This design comes from an exercise in tuning for small area and a short achievable clock period on the open sky130 flow, not from production work. RTL that was checked went through simulation tests only; none was proved equivalent to the original.

==> v10 <==
==> flow/design.v <==
module riscv_ppu (
    input             clk,
    input             reset,
    output [31:0]     imem_addr,
    input  [31:0]     imem_data,
    output            dmem_en,
    output            dmem_rw,
    output            dmem_se,
    output [1:0]      dmem_size,
    output [31:0]     dmem_addr,
    output [31:0]     dmem_wdata,
    input  [31:0]     dmem_rdata
);
    reg  [31:0] pc;
    reg  [31:0] id_ir;
    reg  [31:0] id_pc;
    reg  [31:0] ex_a;        
    reg  [31:0] ex_b;        
    reg  [31:0] ex_t;        
    reg  [4:0]  ex_rd;
    reg         ex_rf;       
    reg         ex_ld;       
    reg         ex_en;       
    reg         ex_st;       
    reg         ex_se;
    reg  [1:0]  ex_size;
    reg  [2:0]  ex_bt;       
    reg         ex_jalr;
    reg         ex_link;     
    reg         ex_sub;
    reg         ex_sra;
    reg  [2:0]  ex_fn;
    reg  [31:0] mem_res;
    reg  [31:0] mem_sd;
    reg  [4:0]  mem_rd;
    reg         mem_rf, mem_ld, mem_en, mem_st, mem_se;
    reg  [1:0]  mem_size;
    reg  [31:0] wb_pw;
    reg  [4:0]  wb_rd;
    reg         wb_rf;
    reg  [31:0] rf [1:31];
    wire [6:0] op  = id_ir[6:0];
    wire [2:0] f3  = id_ir[14:12];
    wire [6:0] f7  = id_ir[31:25];
    wire [4:0] rs1 = id_ir[19:15];
    wire [4:0] rs2 = id_ir[24:20];
    wire [4:0] rd  = id_ir[11:7];
    wire f7z = (f7 == 7'b0000000);
    wire f7s = (f7 == 7'b0100000);
    wire o_opimm = (op == 7'b0010011);
    wire o_op    = (op == 7'b0110011);
    wire o_lui   = (op == 7'b0110111);
    wire o_auipc = (op == 7'b0010111);
    wire o_load  = (op == 7'b0000011);
    wire o_store = (op == 7'b0100011);
    wire o_br    = (op == 7'b1100011);
    wire o_jal   = (op == 7'b1101111);
    wire o_jalr  = (op == 7'b1100111);
    wire v_opimm = o_opimm & (f3 != 3'b001) & ((f3 != 3'b101) | f7z | f7s);
    wire v_op    = o_op & (((f3 != 3'b000) & (f3 != 3'b101)) | f7z | f7s);
    wire v_load  = o_load & (f3 != 3'b011) & (f3 != 3'b110) & (f3 != 3'b111);
    wire v_store = o_store & (f3[2] == 1'b0) & (f3[1:0] != 2'b11);
    wire is_sh   = o_store & (f3 == 3'b001);
    wire src1 = v_opimm | v_load | is_sh | o_jalr;           
    wire src2 = v_op | (v_store & ~is_sh) | o_br;            
    wire id_rf = v_opimm | v_op | o_lui | o_auipc | v_load | o_jal | o_jalr;
    wire stall = ex_ld & ((rs1 == ex_rd) | (~src1 & (rs2 == ex_rd)));
    wire [31:0] imm_i = {{20{id_ir[31]}}, id_ir[31:20]};
    wire [31:0] imm_s = {{20{id_ir[31]}}, id_ir[31:25], id_ir[11:7]};
    wire [31:0] imm_u = {id_ir[31:12], 12'b0};
    wire [31:0] imm_b = {{20{id_ir[31]}}, id_ir[7], id_ir[30:25], id_ir[11:8], 1'b0};
    wire [31:0] imm_j = {{12{id_ir[31]}}, id_ir[19:12], id_ir[20], id_ir[30:21], 1'b0};
    wire [31:0] id_ta = id_pc + (o_jal ? imm_j : imm_b);
    reg [31:0] rf_a, rf_b;
    integer k;
    always @(*) begin
        rf_a = 32'b0;
        rf_b = 32'b0;
        for (k = 1; k < 32; k = k + 1) begin
            if (rs1 == k) rf_a = rf[k];
            if (rs2 == k) rf_b = rf[k];
        end
    end
    wire [31:0] ex_alu;
    wire [31:0] mem_pw = mem_ld ? dmem_rdata : mem_res;
    wire src12 = src1 | src2;
    wire a_ex  = src12 & ex_rf  & (rs1 == ex_rd);
    wire a_mem = src12 & mem_rf & (rs1 == mem_rd);
    wire a_wb  = src12 & wb_rf  & (rs1 == wb_rd);
    wire b_ex  = src2  & ex_rf  & (rs2 == ex_rd);
    wire b_mem = src2  & mem_rf & (rs2 == mem_rd);
    wire b_wb  = src2  & wb_rf  & (rs2 == wb_rd);
    wire [31:0] fwd_a = a_ex ? ex_alu : a_mem ? mem_pw : a_wb ? wb_pw : rf_a;
    wire [31:0] fwd_b = b_ex ? ex_alu : b_mem ? mem_pw : b_wb ? wb_pw : rf_b;
    wire use_imm_i = o_opimm | o_load | o_jalr;
    wire [31:0] id_a = o_auipc ? id_pc : o_lui ? 32'b0 : fwd_a;
    wire [31:0] id_b = use_imm_i ? imm_i : o_store ? imm_s : (o_lui | o_auipc) ? imm_u : fwd_b;
    wire [31:0] id_t = o_br ? id_ta : fwd_b;
    wire [31:0] b_in = ex_b ^ {32{ex_sub}};
    wire [32:0] sum  = {1'b0, ex_a} + {1'b0, b_in} + {32'b0, ex_sub};
    wire eq   = (ex_a == ex_b);
    wire neg  = sum[31];
    wire slt  = ex_a[31] & ~ex_b[31] & ~sum[31];
    wire sltu = ~sum[32];
    wire        left = (ex_fn == 3'b001);
    reg  [31:0] sh_in, sh_rev;
    integer j;
    always @(*) begin
        for (j = 0; j < 32; j = j + 1) begin
            sh_in[j] = left ? ex_a[31-j] : ex_a[j];
        end
    end
    wire        fill   = ex_sra & ex_a[31] & ~left;
    wire [63:0] sh_ext = {{32{fill}}, sh_in};
    wire [31:0] sh_out = sh_ext >> ex_b[4:0];
    always @(*) begin
        for (j = 0; j < 32; j = j + 1) begin
            sh_rev[j] = sh_out[31-j];
        end
    end
    reg [31:0] alu_r;
    always @(*) begin
        case (ex_fn)
            3'b000: alu_r = sum[31:0];
            3'b001: alu_r = sh_rev;
            3'b010: alu_r = {31'b0, slt};
            3'b011: alu_r = {31'b0, sltu};
            3'b100: alu_r = ex_a ^ ex_b;
            3'b101: alu_r = sh_out;
            3'b110: alu_r = ex_a | ex_b;
            default: alu_r = ex_a & ex_b;
        endcase
    end
    assign ex_alu = alu_r;
    wire cond = ((ex_bt == 3'b010) & eq) |
                ((ex_bt == 3'b001) & ~eq) |
                (ex_bt[2] & ~ex_bt[0] & ~eq & neg) |
                (ex_bt[2] &  ex_bt[0] & (eq | ~neg));
    wire [31:0] pc_in = cond ? ex_t :
                        o_jal ? id_ta :
                        ex_jalr ? {sum[31:1], 1'b0} :
                        pc + 32'd4;
    wire flush_if = cond | (o_jal & ~stall) | ex_jalr;
    wire flush_ex = cond | (ex_jalr & ~o_jal);
    always @(posedge clk) begin
        if (reset)
            pc <= 32'b0;
        else if (!stall)
            pc <= pc_in;
    end
    always @(posedge clk) begin
        if (reset | flush_if) begin
            id_ir[1:0]   <= 2'b0;
            id_ir[19:15] <= 5'b0;
            id_ir[24:20] <= 5'b0;
        end else if (!stall) begin
            id_ir[1:0]   <= imem_data[1:0];
            id_ir[19:15] <= imem_data[19:15];
            id_ir[24:20] <= imem_data[24:20];
        end
        if (!stall) begin
            id_ir[14:2]  <= imem_data[14:2];
            id_ir[31:25] <= imem_data[31:25];
            id_pc        <= pc;
        end
    end
    always @(posedge clk) begin
        if (reset | flush_ex | stall) begin
            ex_rf   <= 1'b0;
            ex_ld   <= 1'b0;
            ex_en   <= 1'b0;
            ex_bt   <= 3'b0;
            ex_jalr <= 1'b0;
        end else begin
            ex_rf   <= id_rf;
            ex_ld   <= v_load;
            ex_en   <= v_load | v_store;
            ex_bt   <= o_br ? ((f3 == 3'b000) ? 3'b010 : f3) : 3'b000;
            ex_jalr <= o_jalr;
        end
        ex_a    <= id_a;
        ex_b    <= id_b;
        ex_t    <= id_t;
        ex_rd   <= rd;
        ex_st   <= o_store;
        ex_se   <= ~f3[2] & ~f3[1];
        ex_size <= f3[1:0];
        ex_link <= o_jal | o_jalr;
        ex_sub  <= o_br | ((v_op | v_opimm) & (f3[2:1] == 2'b01)) | (o_op & (f3 == 3'b000) & f7s);
        ex_sra  <= f7s;
        ex_fn   <= (o_op | o_opimm) ? f3 : 3'b000;
    end
    always @(posedge clk) begin
        if (reset) begin
            mem_rf <= 1'b0;
            mem_en <= 1'b0;
        end else begin
            mem_rf <= ex_rf;
            mem_en <= ex_en;
        end
        mem_res  <= ex_link ? id_pc : ex_alu;
        mem_sd   <= ex_t;
        mem_rd   <= ex_rd;
        mem_ld   <= ex_ld;
        mem_st   <= ex_st;
        mem_se   <= ex_se;
        mem_size <= ex_size;
    end
    always @(posedge clk) begin
        if (reset)
            wb_rf <= 1'b0;
        else
            wb_rf <= mem_rf;
        wb_pw <= mem_pw;
        wb_rd <= mem_rd;
    end
    genvar g;
    generate
        for (g = 1; g < 32; g = g + 1) begin : rfw
            always @(posedge clk)
                if (wb_rf && wb_rd == g)
                    rf[g] <= wb_pw;
        end
    endgenerate
    assign imem_addr  = pc;
    assign dmem_en    = mem_en;
    assign dmem_rw    = mem_st;
    assign dmem_se    = mem_se;
    assign dmem_size  = mem_size;
    assign dmem_addr  = mem_res;
    assign dmem_wdata = mem_sd;
endmodule
==> flow/run.sh <==
#!/bin/bash
# synth_recipe.tcl (not shown) runs the flow's synth.tcl, then flattens the netlist and writes it again
# the make line also repeats each setting of config.mk as NAME=value (left out here)
make -C /OpenROAD-flow-scripts/flow DESIGN_CONFIG=/design/flow/config.mk WORK_HOME=/design/flow/orfs CLKGATE_MAP_FILE= SYNTH_SCRIPT=/design/flow/synth_recipe.tcl finish
==> flow/config.mk <==
export PLATFORM = sky130hd
export DESIGN_NAME = riscv_ppu
export DESIGN_NICKNAME = riscv_ppu
export VERILOG_FILES = /design/flow/design.v
export SDC_FILE = /design/flow/constraint.sdc
export NUM_CORES = 4
export LEC_CHECK = 0
export ABC_CLOCK_PERIOD_IN_PS = 4000
export CAP_MARGIN = 20
export CORE_MARGIN = 2
export CORE_UTILIZATION = 40
export PLACE_DENSITY = 0.6
export SETUP_SLACK_MARGIN = 4.5
export SLEW_MARGIN = 20
==> flow/constraint.sdc <==
create_clock -name core_clock -period 9.0 [get_ports {clk}]
set_input_delay 1.8000 -clock core_clock [delete_from_list [all_inputs] [get_ports {clk}]]
set_output_delay 1.8000 -clock core_clock [all_outputs]
set_load 0.01 [all_outputs]
==> v28: changes against v10 <==
--- a/flow/design.v
+++ b/flow/design.v
@@ -30,6 +30,7 @@
     reg         ex_sub;
     reg         ex_sra;
     reg  [2:0]  ex_fn;
+    reg         ex_left;     
     reg  [31:0] mem_res;
     reg  [31:0] mem_sd;
     reg  [4:0]  mem_rd;
@@ -71,18 +72,20 @@
     wire [31:0] imm_b = {{20{id_ir[31]}}, id_ir[7], id_ir[30:25], id_ir[11:8], 1'b0};
     wire [31:0] imm_j = {{12{id_ir[31]}}, id_ir[19:12], id_ir[20], id_ir[30:21], 1'b0};
     wire [31:0] id_ta = id_pc + (o_jal ? imm_j : imm_b);
-    reg [31:0] rf_a, rf_b;
-    integer k;
-    always @(*) begin
-        rf_a = 32'b0;
-        rf_b = 32'b0;
-        for (k = 1; k < 32; k = k + 1) begin
-            if (rs1 == k) rf_a = rf[k];
-            if (rs2 == k) rf_b = rf[k];
-        end
-    end
+    wire [31:0] dec_a = 32'b1 << rs1;
+    wire [31:0] dec_b = 32'b1 << rs2;
+    wire [31:0] rf_a, rf_b;
+    wire [1023:0] rf_q;
+    assign rf_q[31:0] = 32'b0;
+    genvar gq;
+    generate
+        for (gq = 1; gq < 32; gq = gq + 1) begin : rfq
+            assign rf_q[32*gq +: 32] = rf[gq];
+        end
+    endgenerate
+    rf_read rda (.q(rf_q), .sel(dec_a), .y(rf_a));
+    rf_read rdb (.q(rf_q), .sel(dec_b), .y(rf_b));
     wire [31:0] ex_alu;
-    wire [31:0] mem_pw = mem_ld ? dmem_rdata : mem_res;
     wire src12 = src1 | src2;
     wire a_ex  = src12 & ex_rf  & (rs1 == ex_rd);
     wire a_mem = src12 & mem_rf & (rs1 == mem_rd);
@@ -90,29 +93,60 @@
     wire b_ex  = src2  & ex_rf  & (rs2 == ex_rd);
     wire b_mem = src2  & mem_rf & (rs2 == mem_rd);
     wire b_wb  = src2  & wb_rf  & (rs2 == wb_rd);
-    wire [31:0] fwd_a = a_ex ? ex_alu : a_mem ? mem_pw : a_wb ? wb_pw : rf_a;
-    wire [31:0] fwd_b = b_ex ? ex_alu : b_mem ? mem_pw : b_wb ? wb_pw : rf_b;
-    wire use_imm_i = o_opimm | o_load | o_jalr;
-    wire [31:0] id_a = o_auipc ? id_pc : o_lui ? 32'b0 : fwd_a;
-    wire [31:0] id_b = use_imm_i ? imm_i : o_store ? imm_s : (o_lui | o_auipc) ? imm_u : fwd_b;
-    wire [31:0] id_t = o_br ? id_ta : fwd_b;
-    wire [31:0] b_in = ex_b ^ {32{ex_sub}};
-    wire [32:0] sum  = {1'b0, ex_a} + {1'b0, b_in} + {32'b0, ex_sub};
+    wire fa_ex  = a_ex;
+    wire fa_mem = ~a_ex & a_mem;
+    wire fa_wb  = ~a_ex & ~a_mem & a_wb;
+    wire fa_rf  = ~a_ex & ~a_mem & ~a_wb;
+    wire fb_ex  = b_ex;
+    wire fb_mem = ~b_ex & b_mem;
+    wire fb_wb  = ~b_ex & ~b_mem & b_wb;
+    wire fb_rf  = ~b_ex & ~b_mem & ~b_wb;
+    wire use_imm = o_opimm | o_load | o_jalr | o_store | o_lui | o_auipc;
+    wire [31:0] imm = o_store ? imm_s : (o_lui | o_auipc) ? imm_u : imm_i;
+    wire sa_pc  = o_auipc;
+    wire sa_on  = ~o_auipc & ~o_lui;
+    wire sa_ex  = sa_on & fa_ex;
+    wire sa_mem = sa_on & fa_mem;
+    wire sa_wb  = sa_on & fa_wb;
+    wire sa_rf  = sa_on & fa_rf;
+    wire sb_imm = use_imm;
+    wire sb_ex  = ~use_imm & fb_ex;
+    wire sb_mem = ~use_imm & fb_mem;
+    wire sb_wb  = ~use_imm & fb_wb;
+    wire sb_rf  = ~use_imm & fb_rf;
+    wire st_ta  = o_br;
+    wire st_ex  = ~o_br & fb_ex;
+    wire st_mem = ~o_br & fb_mem;
+    wire st_wb  = ~o_br & fb_wb;
+    wire st_rf  = ~o_br & fb_rf;
+    wire mem_pl = mem_ld;    
+    wire [31:0] id_a = ({32{sa_ex}} & ex_alu) |
+                       ({32{sa_mem & mem_pl}} & dmem_rdata) | ({32{sa_mem & ~mem_pl}} & mem_res) |
+                       ({32{sa_wb}} & wb_pw) | ({32{sa_rf}} & rf_a) | ({32{sa_pc}} & id_pc);
+    wire [31:0] id_b = ({32{sb_ex}} & ex_alu) |
+                       ({32{sb_mem & mem_pl}} & dmem_rdata) | ({32{sb_mem & ~mem_pl}} & mem_res) |
+                       ({32{sb_wb}} & wb_pw) | ({32{sb_rf}} & rf_b) | ({32{sb_imm}} & imm);
+    wire [31:0] id_t = ({32{st_ex}} & ex_alu) |
+                       ({32{st_mem & mem_pl}} & dmem_rdata) | ({32{st_mem & ~mem_pl}} & mem_res) |
+                       ({32{st_wb}} & wb_pw) | ({32{st_rf}} & rf_b) | ({32{st_ta}} & id_ta);
+    wire [31:0] mem_pw = mem_ld ? dmem_rdata : mem_res;
+    wire [31:0] b_in  = ex_b ^ {32{ex_sub}};
+    wire [33:0] sum_x = {1'b0, ex_a, 1'b1} + {1'b0, b_in, ex_sub};
+    wire [31:0] sum   = sum_x[32:1];
     wire eq   = (ex_a == ex_b);
     wire neg  = sum[31];
     wire slt  = ex_a[31] & ~ex_b[31] & ~sum[31];
-    wire sltu = ~sum[32];
-    wire        left = (ex_fn == 3'b001);
+    wire sltu = ~sum_x[33];
     reg  [31:0] sh_in, sh_rev;
     integer j;
     always @(*) begin
         for (j = 0; j < 32; j = j + 1) begin
-            sh_in[j] = left ? ex_a[31-j] : ex_a[j];
-        end
-    end
-    wire        fill   = ex_sra & ex_a[31] & ~left;
-    wire [63:0] sh_ext = {{32{fill}}, sh_in};
-    wire [31:0] sh_out = sh_ext >> ex_b[4:0];
+            sh_in[j] = ex_left ? ex_a[31-j] : ex_a[j];
+        end
+    end
+    wire        fill   = ex_sra & ex_a[31];
+    wire [32:0] sh_x   = $signed({fill, sh_in}) >>> ex_b[4:0];
+    wire [31:0] sh_out = sh_x[31:0];
     always @(*) begin
         for (j = 0; j < 32; j = j + 1) begin
             sh_rev[j] = sh_out[31-j];
@@ -121,7 +155,7 @@
     reg [31:0] alu_r;
     always @(*) begin
         case (ex_fn)
-            3'b000: alu_r = sum[31:0];
+            3'b000: alu_r = sum;
             3'b001: alu_r = sh_rev;
             3'b010: alu_r = {31'b0, slt};
             3'b011: alu_r = {31'b0, sltu};
@@ -187,7 +221,8 @@
         ex_size <= f3[1:0];
         ex_link <= o_jal | o_jalr;
         ex_sub  <= o_br | ((v_op | v_opimm) & (f3[2:1] == 2'b01)) | (o_op & (f3 == 3'b000) & f7s);
-        ex_sra  <= f7s;
+        ex_sra  <= f7s & (f3 == 3'b101);
+        ex_left <= f3 == 3'b001;
         ex_fn   <= (o_op | o_opimm) ? f3 : 3'b000;
     end
     always @(posedge clk) begin
@@ -230,3 +265,31 @@
     assign dmem_addr  = mem_res;
     assign dmem_wdata = mem_sd;
 endmodule
+module rf_read (
+    input  [1023:0] q,
+    input  [31:0]   sel,
+    output [31:0]   y
+);
+    genvar b, k;
+    generate
+        for (b = 0; b < 32; b = b + 1) begin : bits
+            wire [10:0] n;
+            for (k = 0; k < 10; k = k + 1) begin : g
+                rf_aoi3 u (.a(q[32*(3*k+1)+b]), .sa(sel[3*k+1]),
+                           .b(q[32*(3*k+2)+b]), .sb(sel[3*k+2]),
+                           .c(q[32*(3*k+3)+b]), .sc(sel[3*k+3]), .y(n[k]));
+            end
+            rf_nand2 u31 (.a(q[32*31+b]), .b(sel[31]), .y(n[10]));
+            rf_nand11 uo (.x(n), .y(y[b]));
+        end
+    endgenerate
+endmodule
+module rf_aoi3 (input a, input sa, input b, input sb, input c, input sc, output y);
+    assign y = ~((a & sa) | (b & sb) | (c & sc));
+endmodule
+module rf_nand2 (input a, input b, output y);
+    assign y = ~(a & b);
+endmodule
+module rf_nand11 (input [10:0] x, output y);
+    assign y = ~&x;
+endmodule
- SYNTH_HIERARCHICAL: default -> 1
==> flow_summary.json <==
{
  "synth_top_area_frac": 0.4800,
  "critical_path_start": "id_ir[22]",
  "run_status": "finished clean",
  "synthTopCellsByArea": "sky130_fd_sc_hd__edfxtp_1, sky130_fd_sc_hd__dfxtp_1, sky130_fd_sc_hd__a22oi_1, sky130_fd_sc_hd__nand2_1, sky130_fd_sc_hd__ha_1",
  "synth_adder_area_share": 0.02494,
  "num_rows": 148
}
the above is filed under v10

==> flow_summary.json <==
{
  "run_status": "finished clean",
  "setup.worst_path.start_class": "flop",
  "post_drt_via_cell_ratio": 7.201,
  "critical_path_start": "id_ir[23]",
  "final_max_slew_viol_count": 0,
  "route.vias.total": 51250,
  "num_rows": 143,
  "maxCapViolations": 0,
  "path_common_cell": "sky130_fd_sc_hd__a21oi_1"
}
the above is filed under v28

No functional check of the RTL was part of v10.

-- port drivers added, routing unchanged --
The flow's constraints put no driver on any port. The routed layouts listed below were extracted and timed again, unchanged, in two steps. Step 1, drivers: a clkbuf_16 drives clk and a buf_2 each remaining input, both assumed. Step 2 moves the port delays by t, midway between the first and last clock arrival at a register: inputs arrive t later, outputs are due t later. That takes back most of the time a late clock gives input paths. Slacks: ideal / step 1 / step 2; pairs: ideal / step 1.
run	shift t [ns]	setup WS [ns]	clock arrival spread, ns	worst register clock-pin slew, ns	pins driven straight from the clock port
v10	0.913	4.149 / 4.149 / 4.149	0.050 / 0.049	0.08 / 0.08	1
v28	0.853	4.378 / 4.378 / 4.378	0.039 / 0.038	0.07 / 0.07	1
After both steps every run listed still meets setup and hold.
